Source: an optimization exercise on an open RTL-to-GDS flow (aim: small area). Production flows keep margins and buffers that such runs may drop. Only simulation tests tie the RTL to the original design; equivalence was not proved. Power is estimated from default activity; no workload was simulated.

**flow/run.sh**
```bash
#!/bin/bash
# synth_recipe.tcl (not shown) runs the flow's synth.tcl, then flattens the netlist and writes it again
# the make line also repeats each setting of config.mk as NAME=value (left out here)
make -C /OpenROAD-flow-scripts/flow DESIGN_CONFIG=/design/flow/config.mk WORK_HOME=/design/flow/orfs CLKGATE_MAP_FILE= SYNTH_SCRIPT=/design/flow/synth_recipe.tcl finish
```
**flow/config.mk**
```make
export PLATFORM = sky130hd
export DESIGN_NAME = drsstc_sfp_transceiver_top
export DESIGN_NICKNAME = drsstc_sfp_transceiver_top
export VERILOG_FILES = /design/flow/design.v
export SDC_FILE = /design/flow/constraint.sdc
export NUM_CORES = 4
export LEC_CHECK = 0
export CAP_MARGIN = 20
export CORE_MARGIN = 2
export CORE_UTILIZATION = 40
export SLEW_MARGIN = 20
```
**flow/constraint.sdc**
```tcl
create_clock -name core_clock -period 25.0 [get_ports {CLK_40M}]
set_input_delay 5.0000 -clock core_clock [delete_from_list [all_inputs] [get_ports {CLK_40M}]]
set_output_delay 5.0000 -clock core_clock [all_outputs]
set_load 0.01 [all_outputs]
```
**flow/design.v**
```verilog
module reset_gen (
    input   wire    i_clk,
    input   wire    i_res_n,
    output  wire    o_res_n
);
    reg r_ff1;
    reg r_ff2;
    always @(posedge i_clk or negedge i_res_n) begin
        if (~i_res_n) begin
            r_ff1 <= 1'b0;
            r_ff2 <= 1'b0;
        end else begin
            r_ff1 <= 1'b1;
            r_ff2 <= r_ff1;
        end
    end
    assign o_res_n = r_ff2;
endmodule
module encode_8b10b (datain, dispin, dataout, dispout) ;
  input [8:0]   datain ;
  input 	dispin ;   
  output [9:0]	dataout ;
  output	dispout ;
  wire ai = datain[0] ;
  wire bi = datain[1] ;
  wire ci = datain[2] ;
  wire di = datain[3] ;
  wire ei = datain[4] ;
  wire fi = datain[5] ;
  wire gi = datain[6] ;
  wire hi = datain[7] ;
  wire ki = datain[8] ;
  wire aeqb = (ai & bi) | (!ai & !bi) ;
  wire ceqd = (ci & di) | (!ci & !di) ;
  wire l22 = (ai & bi & !ci & !di) |
	     (ci & di & !ai & !bi) |
	     ( !aeqb & !ceqd) ;
  wire l40 = ai & bi & ci & di ;
  wire l04 = !ai & !bi & !ci & !di ;
  wire l13 = ( !aeqb & !ci & !di) |
	     ( !ceqd & !ai & !bi) ;
  wire l31 = ( !aeqb & ci & di) |
	     ( !ceqd & ai & bi) ;
  wire ao = ai ;
  wire bo = (bi & !l40) | l04 ;
  wire co = l04 | ci | (ei & di & !ci & !bi & !ai) ;
  wire dout = di & ! (ai & bi & ci) ;
  wire eo = (ei | l13) & ! (ei & di & !ci & !bi & !ai) ;
  wire io = (l22 & !ei) |
	    (ei & !di & !ci & !(ai&bi)) |   
	    (ei & l40) |
	    (ki & ei & di & ci & !bi & !ai) |  
	    (ei & !di & ci & !bi & !ai) ;
  wire pd1s6 = (ei & di & !ci & !bi & !ai) | (!ei & !l22 & !l31) ;
  wire nd1s6 = ki | (ei & !l22 & !l13) | (!ei & !di & ci & bi & ai) ;
  wire ndos6 = pd1s6 ;
  wire pdos6 = ki | (ei & !l22 & !l13) ;
  wire alt7 = fi & gi & hi & (ki | 
			      (dispin ? (!ei & di & l31) : (ei & !di & l13))) ;
  wire fo = fi & ! alt7 ;
  wire go = gi | (!fi & !gi & !hi) ;
  wire ho = hi ;
  wire jo = (!hi & (gi ^ fi)) | alt7 ;
  wire nd1s4 = fi & gi ;
  wire pd1s4 = (!fi & !gi) | (ki & ((fi & !gi) | (!fi & gi))) ;
  wire ndos4 = (!fi & !gi) ;
  wire pdos4 = fi & gi & hi ;
  wire illegalk = ki & 
		  (ai | bi | !ci | !di | !ei) &  
		  (!fi | !gi | !hi | !ei | !l31) ;  
  wire compls6 = (pd1s6 & !dispin) | (nd1s6 & dispin) ;
  wire disp6 = dispin ^ (ndos6 | pdos6) ;
  wire compls4 = (pd1s4 & !disp6) | (nd1s4 & disp6) ;
  assign dispout = disp6 ^ (ndos4 | pdos4) ;
  assign dataout = {(ao ^ compls6), (bo ^ compls6),
		    (co ^ compls6), (dout ^ compls6),
		    (eo ^ compls6), (io ^ compls6),
		    (fo ^ compls4), (go ^ compls4),
		    (ho ^ compls4), (jo ^ compls4)};
endmodule
module decode_8b10b (datain, dispin, dataout, dispout, code_err, disp_err) ;
  input [9:0]   datain ;
  input		dispin ;
  output [8:0]	dataout ;
  output	dispout ;
  output	code_err ;
  output	disp_err ;
  wire ai = datain[9] ;
  wire bi = datain[8] ;
  wire ci = datain[7] ;
  wire di = datain[6] ;
  wire ei = datain[5] ;
  wire ii = datain[4] ;
  wire fi = datain[3] ;
  wire gi = datain[2] ;
  wire hi = datain[1] ;
  wire ji = datain[0] ;
  wire aeqb = (ai & bi) | (!ai & !bi) ;
  wire ceqd = (ci & di) | (!ci & !di) ;
  wire p22 = (ai & bi & !ci & !di) |
	     (ci & di & !ai & !bi) |
	     ( !aeqb & !ceqd) ;
  wire p13 = ( !aeqb & !ci & !di) |
	     ( !ceqd & !ai & !bi) ;
  wire p31 = ( !aeqb & ci & di) |
	     ( !ceqd & ai & bi) ;
  wire p40 = ai & bi & ci & di ;
  wire p04 = !ai & !bi & !ci & !di ;
  wire disp6a = p31 | (p22 & dispin) ;  
   wire disp6a2 = p31 & dispin ;   
   wire disp6a0 = p13 & ! dispin ;  
  wire disp6b = (((ei & ii & ! disp6a0) | (disp6a & (ei | ii)) | disp6a2 |
		  (ei & ii & di)) & (ei | ii | di)) ;
  wire p22bceeqi = p22 & bi & ci & (ei == ii) ;
  wire p22bncneeqi = p22 & !bi & !ci & (ei == ii) ;
  wire p13in = p13 & !ii ;
  wire p31i = p31 & ii ;
  wire p13dei = p13 & di & ei & ii ;
  wire p22aceeqi = p22 & ai & ci & (ei == ii) ;
  wire p22ancneeqi = p22 & !ai & !ci & (ei == ii) ;
  wire p13en = p13 & !ei ;
  wire anbnenin = !ai & !bi & !ei & !ii ;
  wire abei = ai & bi & ei & ii ;
  wire cdei = ci & di & ei & ii ;
  wire cndnenin = !ci & !di & !ei & !ii ;
  wire p22enin = p22 & !ei & !ii ;
  wire p22ei = p22 & ei & ii ;
  wire p31dnenin = p31 & !di & !ei & !ii ;
  wire p31e = p31 & ei ;
  wire compa = p22bncneeqi | p31i | p13dei | p22ancneeqi | 
		p13en | abei | cndnenin ;
  wire compb = p22bceeqi | p31i | p13dei | p22aceeqi | 
		p13en | abei | cndnenin ;
  wire compc = p22bceeqi | p31i | p13dei | p22ancneeqi | 
		p13en | anbnenin | cndnenin ;
  wire compd = p22bncneeqi | p31i | p13dei | p22aceeqi |
		p13en | abei | cndnenin ;
  wire compe = p22bncneeqi | p13in | p13dei | p22ancneeqi | 
		p13en | anbnenin | cndnenin ;
  wire ao = ai ^ compa ;
  wire bo = bi ^ compb ;
  wire co = ci ^ compc ;
  wire dout = di ^ compd ;
  wire eo = ei ^ compe ;
  wire feqg = (fi & gi) | (!fi & !gi) ;
  wire heqj = (hi & ji) | (!hi & !ji) ;
  wire fghj22 = (fi & gi & !hi & !ji) |
		(!fi & !gi & hi & ji) |
		( !feqg & !heqj) ;
  wire fghjp13 = ( !feqg & !hi & !ji) |
		 ( !heqj & !fi & !gi) ;
  wire fghjp31 = ( (!feqg) & hi & ji) |
		 ( !heqj & fi & gi) ;
  wire dispout = (fghjp31 | (disp6b & fghj22) | (hi & ji)) & (hi | ji) ;
  wire ko = ( (ci & di & ei & ii) | ( !ci & !di & !ei & !ii) |
		(p13 & !ei & ii & gi & hi & ji) |
		(p31 & ei & !ii & !gi & !hi & !ji)) ;
  wire alt7 =   (fi & !gi & !hi &  
		 ((dispin & ci & di & !ei & !ii) | ko |
		  (dispin & !ci & di & !ei & !ii))) |
		(!fi & gi & hi &  
		 (( !dispin & !ci & !di & ei & ii) | ko |
		  ( !dispin & ci & !di & ei & ii))) ;
  wire k28 = (ci & di & ei & ii) | ! (ci | di | ei | ii) ;
  wire k28p = ! (ci | di | ei | ii) ;
  wire fo = (ji & !fi & (hi | !gi | k28p)) |
	    (fi & !ji & (!hi | gi | !k28p)) |
	    (k28p & gi & hi) |
	    (!k28p & !gi & !hi) ;
  wire go = (ji & !fi & (hi | !gi | !k28p)) |
	    (fi & !ji & (!hi | gi |k28p)) |
	    (!k28p & gi & hi) |
	    (k28p & !gi & !hi) ;
  wire ho = ((ji ^ hi) & ! ((!fi & gi & !hi & ji & !k28p) | (!fi & gi & hi & !ji & k28p) | 
			    (fi & !gi & !hi & ji & !k28p) | (fi & !gi & hi & !ji & k28p))) |
	    (!fi & gi & hi & ji) | (fi & !gi & !hi & !ji) ;
  wire disp6p = (p31 & (ei | ii)) | (p22 & ei & ii) ;
  wire disp6n = (p13 & ! (ei & ii)) | (p22 & !ei & !ii) ;
  wire disp4p = fghjp31 ;
  wire disp4n = fghjp13 ;
  assign code_err = p40 | p04 | (fi & gi & hi & ji) | (!fi & !gi & !hi & !ji) |
		    (p13 & !ei & !ii) | (p31 & ei & ii) | 
		    (ei & ii & fi & gi & hi) | (!ei & !ii & !fi & !gi & !hi) | 
		    (ei & !ii & gi & hi & ji) | (!ei & ii & !gi & !hi & !ji) |
		    (!p31 & ei & !ii & !gi & !hi & !ji) |
		    (!p13 & !ei & ii & gi & hi & ji) |
		    (((ei & ii & !gi & !hi & !ji) | 
		      (!ei & !ii & gi & hi & ji)) &
		     ! ((ci & di & ei) | (!ci & !di & !ei))) |
		    (disp6p & disp4p) | (disp6n & disp4n) |
		    (ai & bi & ci & !ei & !ii & ((!fi & !gi) | fghjp13)) |
		    (!ai & !bi & !ci & ei & ii & ((fi & gi) | fghjp31)) |
		    (fi & gi & !hi & !ji & disp6p) |
		    (!fi & !gi & hi & ji & disp6n) |
		    (ci & di & ei & ii & !fi & !gi & !hi) |
		    (!ci & !di & !ei & !ii & fi & gi & hi) ;
  assign dataout = {ko, ho, go, fo, eo, dout, co, bo, ao} ;
   assign disp_err = ((dispin & disp6p) | (disp6n & !dispin) |
		      (dispin & !disp6n & fi & gi) |
		      (dispin & ai & bi & ci) |
		      (dispin & !disp6n & disp4p) |
		      (!dispin & !disp6p & !fi & !gi) |
		      (!dispin & !ai & !bi & !ci) |
		      (!dispin & !disp6p & disp4n) |
		      (disp6p & disp4p) | (disp6n & disp4n)) ;
endmodule
module drsstc_sfp_transceiver_top (
    input           CLK_40M,
    input           RST_N,
    input   [7:0]   IN,
    output  [7:0]   OUT,
    input   [2:0]   LV_IN,
    output  [2:0]   LV_OUT,
    input   [7:0]   DIP_SW1,
    input   [7:0]   DIP_SW2,
    output  [1:0]   LED_TX,
    output  [1:0]   LED_RX,
    input           SFP_LOSS_SIG,
    output          SFP_RATE_SEL,
    output          SFP_TX_DIS_N,
    input           SFP_TX_FLT,
    input           LVDS_DAT_OUT,
    output          LVDS_DAT_IN,
    output          LVDS_DRV_EN,
    output          LVDS_RCV_EN_N,
    output          TP1,
    output          TP2
    );
    wire            w_clk = CLK_40M;
    wire            w_rst_n;
    reset_gen reset_gen_inst (
        .i_clk ( w_clk ),
        .i_res_n ( RST_N ),
        .o_res_n ( w_rst_n )
    );
    reg     [1:0]   r_ser;
    reg     [3:0]   r_bit;
    reg     [7:0]   r_frm;
    reg     [2:0]   r_hi;
    reg             r_boot1;     
    reg             r_boot2;     
    wire            w_bit9  = (r_bit == 4'd9);
    wire            w_smp   = w_bit9 & (r_ser == 2'd1);    
    wire            w_frm   = w_bit9 & (r_ser == 2'd2);    
    wire            w_last  = (r_bit == 4'd8) & (r_ser == 2'd3);
    wire            w_k28   = (r_frm == 8'd0);
    wire            w_first = w_k28 & (r_hi == 3'd0) & ~r_boot1;
    always @(posedge w_clk or negedge w_rst_n) begin
        if (~w_rst_n) begin
            r_ser <= 2'd3;
            r_bit <= 4'd9;
            r_frm <= 8'd0;
            r_hi <= 3'd0;
            r_boot1 <= 1'b0;
            r_boot2 <= 1'b0;
        end else begin
            r_ser <= r_ser + 2'd1;
            if (r_ser == 2'd3) begin
                r_bit <= w_bit9 ? 4'd0 : r_bit + 4'd1;
            end
            if (w_frm) begin
                r_frm <= r_frm + 8'd1;
                if (r_frm == 8'hff) begin
                    r_hi <= r_hi + 3'd1;
                end
                if (r_hi == 3'd3 && r_frm == 8'd231) begin
                    r_boot1 <= 1'b1;
                end
                if (r_hi == 3'd7 && r_frm == 8'd207) begin
                    r_boot2 <= 1'b1;
                end
            end
        end
    end
    reg             r_M, r_R, r_O;
    always @(posedge w_clk) begin
        if (w_smp) begin
            r_M <= ~DIP_SW1[0];
            r_R <= IN[0];
            r_O <= IN[1];
        end
    end
    wire            w_p1 = ~(r_M ^ r_R);
    wire            w_p2 = ~r_O;
    wire    [7:0]   w_mosi_8b = {1'b0, r_M, r_R, w_p1, 2'b00, r_O, w_p2};
    reg             r_disp;
    wire    [9:0]   w_sym;
    wire            w_dispout;
    encode_8b10b encode_8b10b_inst (
        .datain ( {w_k28, w_k28 ? 8'hbc : w_mosi_8b} ),
        .dispin ( r_disp ),
        .dataout ( w_sym ),
        .dispout ( w_dispout )
    );
    reg             r_lastbit;
    always @(posedge w_clk) begin
        if (w_last) begin
            r_lastbit <= w_sym[0] & ~w_first;
        end
    end
    always @(posedge w_clk or negedge w_rst_n) begin
        if (~w_rst_n) begin
            r_disp <= 1'b0;
        end else if (w_last) begin
            r_disp <= w_dispout;
        end
    end
    wire            w_txbit = ~w_first & (w_bit9 ? r_lastbit : w_sym[4'd9 - r_bit]);
    reg             r_serialData;
    always @(posedge w_clk or negedge w_rst_n) begin
        if (~w_rst_n) begin
            r_serialData <= 1'b0;
        end else begin
            r_serialData <= w_txbit & ~SFP_TX_FLT;
        end
    end
    reg     [2:0]   r_syncFF;
    reg     [1:0]   r_rcvState;
    reg             r_DataEn;
    wire            w_ts = r_syncFF[2] ^ r_syncFF[1];
    always @(posedge w_clk or negedge w_rst_n) begin
        if (~w_rst_n) begin
            r_syncFF <= 3'd0;
            r_rcvState <= 2'd0;
            r_DataEn <= 1'b0;
        end else begin
            r_syncFF <= {r_syncFF[1:0], LVDS_DAT_OUT};
            r_rcvState <= w_ts ? 2'd0 : r_rcvState + 2'd1;
            r_DataEn <= (r_rcvState == 2'd1);
        end
    end
    wire            w_rxbit = r_syncFF[2] ^ ~r_rcvState[1];
    reg     [9:0]   r_shift;
    reg             r_shift10;
    always @(posedge w_clk or negedge w_rst_n) begin
        if (~w_rst_n) begin
            r_shift <= 10'd0;
        end else if (r_DataEn) begin
            r_shift <= {r_shift[8:0], w_rxbit};
        end
    end
    always @(posedge w_clk) begin
        if (r_DataEn) begin
            r_shift10 <= r_shift[9];
        end
    end
    wire            w_k28_det = (r_shift == 10'b0011111010) |
                                (r_shift == 10'b1100000101);
    reg     [3:0]   r_bitCnt;
    wire            w_capture = (r_bitCnt == 4'd9);
    reg     [7:0]   r_gap;       
    reg             r_sat;       
    reg             r_locked;
    wire            w_gap_end = (r_gap == 8'hff) & w_capture;
    always @(posedge w_clk or negedge w_rst_n) begin
        if (~w_rst_n) begin
            r_bitCnt <= 4'd0;
            r_sat <= 1'b1;
            r_locked <= 1'b0;
        end else if (r_DataEn) begin
            if (w_k28_det || w_capture) begin
                r_bitCnt <= 4'd0;
            end else begin
                r_bitCnt <= r_bitCnt + 4'd1;
            end
            if (w_k28_det) begin
                r_sat <= 1'b0;
            end else if (w_gap_end) begin
                r_sat <= 1'b1;
            end
            if (r_sat) begin
                r_locked <= 1'b0;
            end else if (w_k28_det) begin
                r_locked <= w_gap_end;
            end
        end
    end
    always @(posedge w_clk) begin
        if (r_DataEn) begin
            if (w_k28_det) begin
                r_gap <= 8'd0;
            end else if (w_capture) begin
                r_gap <= r_gap + 8'd1;
            end
        end
    end
    reg             r_capture_FF;
    reg             r_k28_5_det_FF;
    always @(posedge w_clk) begin
        r_capture_FF <= w_capture;
        r_k28_5_det_FF <= w_k28_det;
    end
    wire            w_out_trig = r_capture_FF & ~w_capture & ~r_k28_5_det_FF;
    wire    [8:0]   w_8b_data;
    decode_8b10b decode_8b10b_inst (
        .datain ( {r_shift10, r_shift[9:1]} ),
        .dispin ( 1'b0 ),
        .dataout ( w_8b_data ),
        .dispout ( ),
        .code_err ( ),
        .disp_err ( )
    );
    wire            w_ok = (^w_8b_data[7:4]) & (^w_8b_data[3:0]) & r_locked;
    reg             r_RawPls;
    reg             r_Option;
    always @(posedge w_clk or negedge w_rst_n) begin
        if (~w_rst_n) begin
            r_RawPls <= 1'b0;
            r_Option <= 1'b0;
        end else if (w_out_trig) begin
            r_RawPls <= w_ok & w_8b_data[5];
            if (w_ok) begin
                r_Option <= w_8b_data[1];
            end
        end
    end
    wire    [1:0]   w_rx_led = {r_RawPls, ~r_locked};
    wire    [1:0]   w_tx_led = {~SFP_TX_FLT, SFP_TX_FLT};
    assign LED_RX = ~r_boot1 ? 2'b11 : ~r_boot2 ? 2'b00 : w_rx_led;
    assign LED_TX = ~r_boot1 ? 2'b11 : ~r_boot2 ? 2'b00 : w_tx_led;
    assign OUT[0] = r_RawPls;
    assign OUT[1] = r_Option;
    assign OUT[7:2] = 6'd0;
    assign LV_OUT[2:0] = 3'd0;
    assign TP1 = 1'b0;
    assign TP2 = 1'b0;
    assign SFP_RATE_SEL = 1'b0;
    assign SFP_TX_DIS_N = SFP_TX_FLT;
    assign LVDS_DRV_EN = ~SFP_TX_FLT;
    assign LVDS_RCV_EN_N = 1'b0;
    assign LVDS_DAT_IN = r_serialData;
endmodule
```
==> impl_metrics.csv, run 1 <==
group,metric,value,unit
outcome,run_status,"finished clean",
setup_path,path_cells,"clkdlybuf4s50_1, inv_1, o21ai_0, clkdlybuf4s50_1",
placed_design,globalplace.congestion,0.866,
synthesis,synthAdderAreaFrac,0.0785,
timing,worstMarginPinSlew,0.743,ns
hold_path,hold_class,"register to asynchronous set/reset pin",
route,drt-wirelength-per-cell,13.4,microns
setup_path,worst-setup-path-type,"input pin to output pin",
setup_path,critical_path.n_buffers_inverters,3,
placed_design,dp_cells,551,
power_and_ir_drop,pwr-share-comb,0.372,
setup_path,worst_ep_required_time,20.00,ns
floorplanning,die_h,104,microns
grt,grt_pass1_vias,2761,
setup_path,max_fanout_on_critical_path,3,
grt,grt_use_total,0.145,
setup_path,crit_top_cell,"sky130_fd_sc_hd__clkdlybuf4s50_1",
timing,finalWorstPathRequiredPeriod,11.37,ns
route,detail_route.first_pass.iterations,4,
synthesis,synthDominantCellAreaShare,0.264,
timing,timing.slew.headroom,0.504,
power_and_ir_drop,power_per_cell_area,87.4,nW/um^2
power_and_ir_drop,worst_case_vdd_ir_drop,0.0408,mV
floorplanning,coreArea,9730,sq um
synthesis,asyncSetResetFlopFracSynth,0.758,
timing,timing.setup.tns,0,ns
final_layout,share_of_post_route_cells_with_drive_strength_above_1,0.0968,
cts,cts_root_buffer,"sky130_fd_sc_hd__clkbuf_8",
synthesis,synth_compound_gate_area_share,0.142,
power_and_ir_drop,totalPowerFinal,0.380,mW
placed_design,place.port_buffers,15,
route,drc_markers,0,
cts,worst_skew_pair.late_latency,0.35,ns
final_layout,diodes,0,
cts,setup_repair_bufs_after_cts,0,
synthesis,synth_edf_count,13,
timing,max_freq,88.0,MHz
route,vias,2966,
timing,slew_viol_final,0,
cts,clock_path_buffers,2,
route,met3WireLength,285,microns
route,detail_route.wirelength,7590,microns
synthesis,synth.cell_area,3980,sq um
synthesis,netlist_instances,421,
power_and_ir_drop,switching_power,0.149,mW
floorplanning,top_level_ports,54,
setup_path,worst_path_dominant_cell_family,"buffers and inverters",
placed_design,placed_area,4160,sq um
setup_path,cp-start-kind,"input pin",
synthesis,yosys_register_bits,62,
floorplanning,horizontal_extent_of_the_die,104,microns
synthesis,synth_top_cell_by_area,"sky130_fd_sc_hd__dfrtp_1",
floorplanning,die_ar,10800,sq um
final_layout,final_cell_count_no_fill,567,
grt,antenna_found_initial,0,
timing,setup_slack,13.63,ns
cts,postCtsResizedCells,0,
timing,min_period_over_period,0.455,
grt,grt.overflow.total,0,
final_layout,area_delta_synth_final,9.08,%
setup_path,worstSetupPathDepth,4,
route,route.top_layer_used,"met4",
floorplanning,start_util,0.409,
final_layout,design_area,4340,sq um
floorplanning,placementRows,36,
synthesis,netlist_top_cells_area,"sky130_fd_sc_hd__dfrtp_1 (26%), sky130_fd_sc_hd__edfxtp_1 (9.8%), sky130_fd_sc_hd__ha_1 (7.9%)",
power_and_ir_drop,pwr-share-seq,0.405,
power_and_ir_drop,switching_share,0.391,
setup_path,end_kind,"output pin",
timing,clock-skew-final,0.0161,ns
synthesis,yosysMostFrequentCell,"sky130_fd_sc_hd__dfrtp_1",
synthesis,post_synth_and_or_nand_nor_area_fraction,0.189,
cts,clkTransAtPathRegs,0.08,ns
synthesis,synthMuxAreaShare,0.0327,
route,met1Wirelength,3640,microns
setup_path,crit_path_max_incr_delay,0.56,ns
timing,final_hold_violation_count,0,
power_and_ir_drop,p_int,0.231,mW
setup_path,crit_arrival,6.37,ns
synthesis,synth-warning-count,2,
route,wire_length_on_met2,3520,microns
synthesis,sequential_to_total_area_share_from_yosys_stat,0.405,
timing,grt_setup_unrepaired,"false",
setup_path,worst_path_slowest_cell,"sky130_fd_sc_hd__clkdlybuf4s50_1",
cts,cts_htree_levels,3,
setup_path,timing.reg2reg.worst_path_depth,10,
final_layout,final.fill_count,976,
synthesis,post_synth_num_cell_types,65,
power_and_ir_drop,static-leakage-power,1.81,nW
placed_design,post-place-ws,13.61,ns
synthesis,syn-mean-instance-area,9.46,sq um
cts,cts_hold_repair.buffers,0,
synthesis,synthTopCellsByCount,"sky130_fd_sc_hd__dfrtp_1 (42), sky130_fd_sc_hd__inv_1 (32), sky130_fd_sc_hd__nand2_1 (29), sky130_fd_sc_hd__nor2_1 (29), sky130_fd_sc_hd__o21ai_0 (28)",
placed_design,place.detailed.hpwl,5390,microns
cts,cts_buffers,9,
synthesis,postSynth.topFlopCell,"sky130_fd_sc_hd__dfrtp_1",
route,vias_per_cell,5.23,
synthesis,synth-xor-area-share,0.0704,
cts,tritoncts,"yes",
route,detail_route.iter0.violations,98,
grt,grt_start_max_net_pins,46,
cts,cts.sink_count,62,
timing,setup_viol,0,
route,drt.antenna.violating_nets,0,
power_and_ir_drop,clockPowerShare,0.224,
run,timing.max_cap.violations,0,
synthesis,largest_family_of_logic_cells_by_synthesized_area,"simple AND/OR/NAND/NOR gates",
final_layout,final_nets,486,
grt,wire_length_of_the_first_global_routing_pass,12900,microns
power by group through the flow:
stage / sequential [mW] / clock, mW / combinational (mW)
finish: 0.154 / 0.0849 / 0.141
global route: 0.158 / 0.0914 / 0.156
CTS: 0.153 / 0.0872 / 0.141
detailed placement: 0.155 / 0 / 0.140
global placement: 0.154 / 0 / 0.137
floorplan: 0.133 / 0 / 0.139
cell families (layout without fill, tap and decap cells):
kind of cell,after synthesis,count (layout)
buffers and inverters,64,65
DFF,62,62
and+or+nand+nor,139,139
other,2,14
adders and majority gates,25,25
AOI/OAI and AO/OA,85,85
xor gates and xnor gates,32,32
muxes,12,12
registers in the layout (all words and copies together), names as in the netlist, 2 cells and up:
signal      cells
r_rcvState      2
r_hi            3
r_shift        10
r_syncFF        3
r_frm           8
r_ser           2
r_bit           4
r_gap           8
r_bitCnt        4
stage by stage:
| step | hold WS (ns) | util |
|---|---|---|
| floorplan | 0.331 | - |
| global placement | 0.333 | 0.427 |
| detailed placement | 0.335 | 0.427 |
| CTS | 0.351 | 0.446 |
| global route | 0.360 | 0.447 |
| finish | 0.337 | 0.447 |
worst paths after layout:
kind,startpoint,endpoint,slack [ns]
max,SFP_TX_FLT,LED_TX[0],13.63
min,reset_gen_inst.r_ff2,r_shift[5],0.34
max reg2reg,r_shift[8],r_Option,21.58
min reg2reg,reset_gen_inst.r_ff2,r_shift[5],0.34
max in group asynchronous,RST_N,reset_gen_inst.r_ff2,20.06
min in group core_clock,r_syncFF[0],r_syncFF[1],0.35
routing by layer:
layer,vias to the layer above,track usage
li1,1471,-
met1,1416,0.186
met2,66,0.243
met3,13,0.0384
met4,0,0.0386
met5,-,0
cell usage in the layout (no fill, tap or decap), types with 4 or more instances in the layout:
master                            synthesis  layout
sky130_fd_sc_hd__nand2_1                 29      29
sky130_fd_sc_hd__nor2_1                  29      29
sky130_fd_sc_hd__clkdlybuf4s50_1          0      15
sky130_fd_sc_hd__and2_1                   5       5
sky130_fd_sc_hd__o21ai_0                 28      28
sky130_fd_sc_hd__a21oi_1                 14      14
sky130_fd_sc_hd__dfrtp_1                 42      41
sky130_fd_sc_hd__clkbuf_8                 0       9
sky130_fd_sc_hd__and3_1                   6       6
sky130_fd_sc_hd__o22ai_1                  4       4
sky130_fd_sc_hd__ha_1                    25      25
sky130_fd_sc_hd__or3b_2                   4       4
sky130_fd_sc_hd__a211oi_1                 4       4
sky130_fd_sc_hd__xor2_1                  13      13
sky130_fd_sc_hd__or3_1                    5       5
sky130_fd_sc_hd__conb_1                   2      14
sky130_fd_sc_hd__nor3_1                   7       7
sky130_fd_sc_hd__nor2b_1                  5       5
sky130_fd_sc_hd__xnor2_1                 19      19
sky130_fd_sc_hd__dfstp_2                  5       5
sky130_fd_sc_hd__edfxtp_1                13      13
sky130_fd_sc_hd__nand3_1                 18      18
sky130_fd_sc_hd__nand4_1                  7       7
sky130_fd_sc_hd__o31ai_1                  4       4
sky130_fd_sc_hd__inv_1                   32      32
sky130_fd_sc_hd__mux2i_1                  4       4
sky130_fd_sc_hd__mux2_2                   8       8
cell type report:
class / instances / area [sq um] / area share
Clock buffer: 12 / 135 / 0.0311
Clock inverter: 4 / 47.5 / 0.0109
Tap cell: 133 / 166 / 0.0383
Multi-Input combinational cell: 307 / 2090 / 0.482
Sequential cell: 62 / 1620 / 0.372
Inverter: 32 / 120 / 0.0276
Timing Repair Buffer: 17 / 165 / 0.0380
==> run 2: changes to the inputs <==
--- a/flow/design.v
+++ b/flow/design.v
@@ -257,16 +257,9 @@
             r_ser <= r_ser + 2'd1;
-            if (r_ser == 2'd3) begin
-                r_bit <= w_bit9 ? 4'd0 : r_bit + 4'd1;
+            r_bit <= (w_bit9 & (r_ser == 2'd3)) ? 4'd0 : r_bit + {3'd0, (r_ser == 2'd3)};
+            {r_hi, r_frm} <= {r_hi, r_frm} + {10'd0, w_frm};
+            if (w_frm && r_hi == 3'd3 && r_frm == 8'd231) begin
+                r_boot1 <= 1'b1;
             end
-            if (w_frm) begin
-                r_frm <= r_frm + 8'd1;
-                if (r_frm == 8'hff) begin
-                    r_hi <= r_hi + 3'd1;
-                end
-                if (r_hi == 3'd3 && r_frm == 8'd231) begin
-                    r_boot1 <= 1'b1;
-                end
-                if (r_hi == 3'd7 && r_frm == 8'd207) begin
-                    r_boot2 <= 1'b1;
-                end
+            if (w_frm && r_hi == 3'd7 && r_frm == 8'd207) begin
+                r_boot2 <= 1'b1;
             end
@@ -357,2 +350,8 @@
             r_bitCnt <= 4'd0;
+        end else begin
+            r_bitCnt <= (r_DataEn & (w_k28_det | w_capture)) ? 4'd0 : r_bitCnt + {3'd0, r_DataEn};
+        end
+    end
+    always @(posedge w_clk or negedge w_rst_n) begin
+        if (~w_rst_n) begin
             r_sat <= 1'b1;
@@ -360,7 +359,2 @@
         end else if (r_DataEn) begin
-            if (w_k28_det || w_capture) begin
-                r_bitCnt <= 4'd0;
-            end else begin
-                r_bitCnt <= r_bitCnt + 4'd1;
-            end
             if (w_k28_det) begin
@@ -378,9 +372,3 @@
     always @(posedge w_clk) begin
-        if (r_DataEn) begin
-            if (w_k28_det) begin
-                r_gap <= 8'd0;
-            end else if (w_capture) begin
-                r_gap <= r_gap + 8'd1;
-            end
-        end
+        r_gap <= (r_DataEn & w_k28_det) ? 8'd0 : r_gap + {7'd0, r_DataEn & w_capture};
     end
==> impl_metrics.csv, run 2 <==
group,metric,value,unit
setup_path,path_cells,"clkdlybuf4s50_1, inv_1, o21ai_0, clkdlybuf4s50_1",
final_layout,share_of_post_route_cells_with_drive_strength_above_1,0.101,
floorplanning,coreArea,9060,sq um
floorplanning,die_h,99.9,microns
grt,grt_start_max_net_pins,46,
synthesis,sequential_to_total_area_share_from_yosys_stat,0.416,
power_and_ir_drop,totalPowerFinal,0.368,mW
placed_design,globalplace.congestion,0.831,
final_layout,design_area,3990,sq um
placed_design,dp_cells,483,
setup_path,worst-setup-path-type,"input pin to output pin",
synthesis,yosys_register_bits,62,
synthesis,synthTopCellsByCount,"sky130_fd_sc_hd__dfrtp_1 (42), sky130_fd_sc_hd__nor2_1 (29), sky130_fd_sc_hd__nand2_1 (27)",
placed_design,place.detailed.hpwl,4690,microns
setup_path,worst_path_slowest_cell,"sky130_fd_sc_hd__clkdlybuf4s50_1",
synthesis,syn-mean-instance-area,9.74,sq um
floorplanning,die_ar,9990,sq um
final_layout,final_cell_count_no_fill,499,
setup_path,end_kind,"output pin",
final_layout,registers.top_by_ff_count,"r_shift",
cts,worst_skew_pair.late_latency,0.34,ns
route,detail_route.wirelength,6580,microns
grt,grt_pass1_vias,2424,
cts,cts_buffers,9,
power_and_ir_drop,power_per_cell_area,92.1,nW/um^2
cts,cts_htree_levels,3,
cts,cts.sink_count,62,
hold_path,hold_class,"register to asynchronous set/reset pin",
cts,cts_root_buffer,"sky130_fd_sc_hd__clkbuf_8",
setup_path,worst_ep_required_time,20.00,ns
synthesis,synth_top_cell_by_area,"sky130_fd_sc_hd__dfrtp_1",
final_layout,layout.cells.most_common_list,"sky130_fd_sc_hd__dfrtp_1 (41), sky130_fd_sc_hd__nor2_1 (29), sky130_fd_sc_hd__nand2_1 (27), sky130_fd_sc_hd__inv_1 (21), sky130_fd_sc_hd__o21ai_0 (21)",
grt,groute.layer.met1.usage,0.214,
setup_path,cp-start-kind,"input pin",
timing,final_hold_violation_count,0,
final_layout,largest_register_ff_count,10,
synthesis,netlist_instances,378,
timing,setup_viol,0,
synthesis,netlist_top_cells_area,"sky130_fd_sc_hd__dfrtp_1 (29%), sky130_fd_sc_hd__ha_1 (6.8%), sky130_fd_sc_hd__dfxtp_1 (5.4%)",
setup_path,rr_startpoint,"r_shift[8]",
synthesis,post_synth_num_cell_types,66,
timing,clock-skew-final,0.00713,ns
grt,grt.overflow.total,0,
route,vias,2618,
grt,grt_use_total,0.144,
cts,cts_hold_repair.buffers,0,
grt,wire_length_of_the_first_global_routing_pass,11700,microns
timing,grt_setup_unrepaired,"false",
setup_path,crit_arrival,6.39,ns
route,vias_per_cell,5.25,
setup_path,max_fanout_on_critical_path,4,
route,drc_markers,0,
grt,grt_use_met2,0.211,
timing,timing.slew.headroom,0.573,
grt,routing_layer_with_the_top_usage_in_global_route,"met1",
cts,clock_path_buffers,2,
timing,finalWorstPathRequiredPeriod,11.39,ns
synthesis,asyncSetResetFlopFracSynth,0.758,
synthesis,synth_edf_count,5,
outcome,run_status,"finished clean",
cts,tritoncts,"yes",
cts,clkTransAtPathRegs,0.07,ns
route,detail_route.first_pass.iterations,6,
final_layout,final.fill_count,879,
timing,worstMarginPinSlew,0.634,ns
synthesis,synth.cell_area,3680,sq um
final_layout,most_common_library_cell_in_the_layout_ignoring_fill_and_taps,"sky130_fd_sc_hd__dfrtp_1",
placed_design,placed_area,3800,sq um
power_and_ir_drop,worst_case_vdd_ir_drop,0.0366,mV
timing,min_period_over_period,0.456,
power_and_ir_drop,static-leakage-power,1.68,nW
route,drt.antenna.violating_nets,0,
synthesis,yosysMostFrequentCell,"sky130_fd_sc_hd__dfrtp_1",
setup_path,ff2ff_setup_slack,21.36,ns
final_layout,area_delta_synth_final,8.43,%
route,detail_route.iter0.violations,91,
final_layout,largest_registers,"r_shift x10, r_frm x8, r_gap x8",
floorplanning,start_util,0.406,
synthesis,synth-warning-count,2,
cts,setup_repair_bufs_after_cts,0,
placed_design,place.port_buffers,15,
floorplanning,horizontal_extent_of_the_die,99.9,microns
setup_path,worst_r2r_endpoint,"r_Option",
floorplanning,placementRows,35,
timing,timing.setup.tns,0,ns
setup_path,crit_top_cell,"sky130_fd_sc_hd__clkdlybuf4s50_1",
cts,postCtsResizedCells,0,
floorplanning,top_level_ports,54,
synthesis,postSynth.topFlopCell,"sky130_fd_sc_hd__dfrtp_1",
synthesis,synthDominantCellAreaShare,0.285,
route,drt-wirelength-per-cell,13.2,microns
grt,antenna_found_initial,0,
timing,max_freq,87.8,MHz
final_layout,final_nets,435,
setup_path,crit_path_max_incr_delay,0.59,ns
run,timing.max_cap.violations,0,
timing,slew_viol_final,0,
final_layout,diodes,0,
setup_path,timing.reg2reg.worst_path_depth,10,
grt,globalRouteMet3Util,0.0299,
timing,hold-worst-slack,0.337,ns
[run 2: cell count changes after synthesis, moves of 4 or more]
cell,change
sky130_fd_sc_hd__nand3_1,-5
sky130_fd_sc_hd__ha_1,-5
sky130_fd_sc_hd__o21ai_0,-7
sky130_fd_sc_hd__inv_1,-11
sky130_fd_sc_hd__nor4_1,+6
sky130_fd_sc_hd__edfxtp_1,-8
sky130_fd_sc_hd__or3b_2,-4
sky130_fd_sc_hd__dfxtp_1,+8
[run 2: kinds of logic after synthesis]
family                     Yosys count  share of synthesized area
and+or+nand+nor                    127                      0.186
xor gates and xnor gates            33                     0.0785
DFF                                 62                      0.416
muxes                                9                     0.0268
other                                2                    0.00204
buffers and inverters               54                     0.0802
adders and majority gates           20                     0.0680
AOI/OAI and AO/OA                   71                      0.142
[run 2: power by group]
group | switching, mW | leakage [nW] | internal, mW | total, mW
logic | 0.0679 | 0.881 | 0.0674 | 0.135
registers | 0.0316 | 0.709 | 0.116 | 0.148
clock network | 0.0390 | 0.0926 | 0.0457 | 0.0848
total | 0.139 | 1.68 | 0.229 | 0.368
[run 2: final cells by class]
| type | instances | area, sq um | area share |
|---|---|---|---|
| Clock buffer | 10 | 128 | 0.0320 |
| Clock inverter | 6 | 61.3 | 0.0154 |
| Inverter | 21 | 78.8 | 0.0197 |
| Multi-Input combinational cell | 274 | 1900 | 0.476 |
| Sequential cell | 62 | 1540 | 0.385 |
| Tap cell | 111 | 139 | 0.0348 |
| Timing Repair Buffer | 15 | 150 | 0.0376 |
[run 2: how the worst max path moves through the flow]
stage	start	endpoint	slack [ns]	cells past startpoint
after floorplan	SFP_TX_FLT	LED_TX[0]	14.64	2
after global placement	SFP_TX_FLT	LED_TX[0]	13.58	4
after detailed placement	SFP_TX_FLT	LED_TX[0]	13.58	4
after CTS	SFP_TX_FLT	LED_TX[0]	13.58	4
after global routing	SFP_TX_FLT	LED_TX[0]	13.50	4
final	SFP_TX_FLT	LED_TX[0]	13.61	4
[run 2: critical path, delay by kind of cell]
kind	cells	cell delay, ns
AO/OA/AOI/OAI	1	0.16
buffers and inverters	3	1.23
[run 2: per-stage QoR]
stage | utilization | setup WS [ns]
after floorplan | - | 14.64
after global placement | 0.419 | 13.58
after detailed placement | 0.419 | 13.58
after CTS | 0.440 | 13.58
after global routing | 0.440 | 13.50
final | 0.440 | 13.61
[run 2: layer usage]
metal,up-vias,part of all wire,routed length [microns]
met5,-,0,0
met4,0,0.014,89
met3,8,0.029,190
met2,38,0.43,2840
met1,1264,0.53,3460
li1,1308,-,-

-- afterwards: timing with drivers on the ports --
Ports are ideal in the flow. The routed layouts listed here were re-timed in OpenROAD.
Step 1: set_driving_cell puts a clkbuf_16 on CLK_40M and a buf_2 on each other input, an assumption about the parent block.
Step 2 times the ports against the registers' clock, not the clock port: input delays grow and output delays shrink by t, the midpoint of the rising clock arrivals with the driver on.
Three values: ideal, step 1, step 2; two values: the first two.
run	shift t [ns]	slack for setup (ns)	hold WS [ns]
run 1	0.366	13.632 / 13.608 / 13.608	0.337 / 0.337 / 0.337
run 2	0.358	13.607 / 13.583 / 13.583	0.337 / 0.337 / 0.337
After both steps every run listed still meets setup and hold.
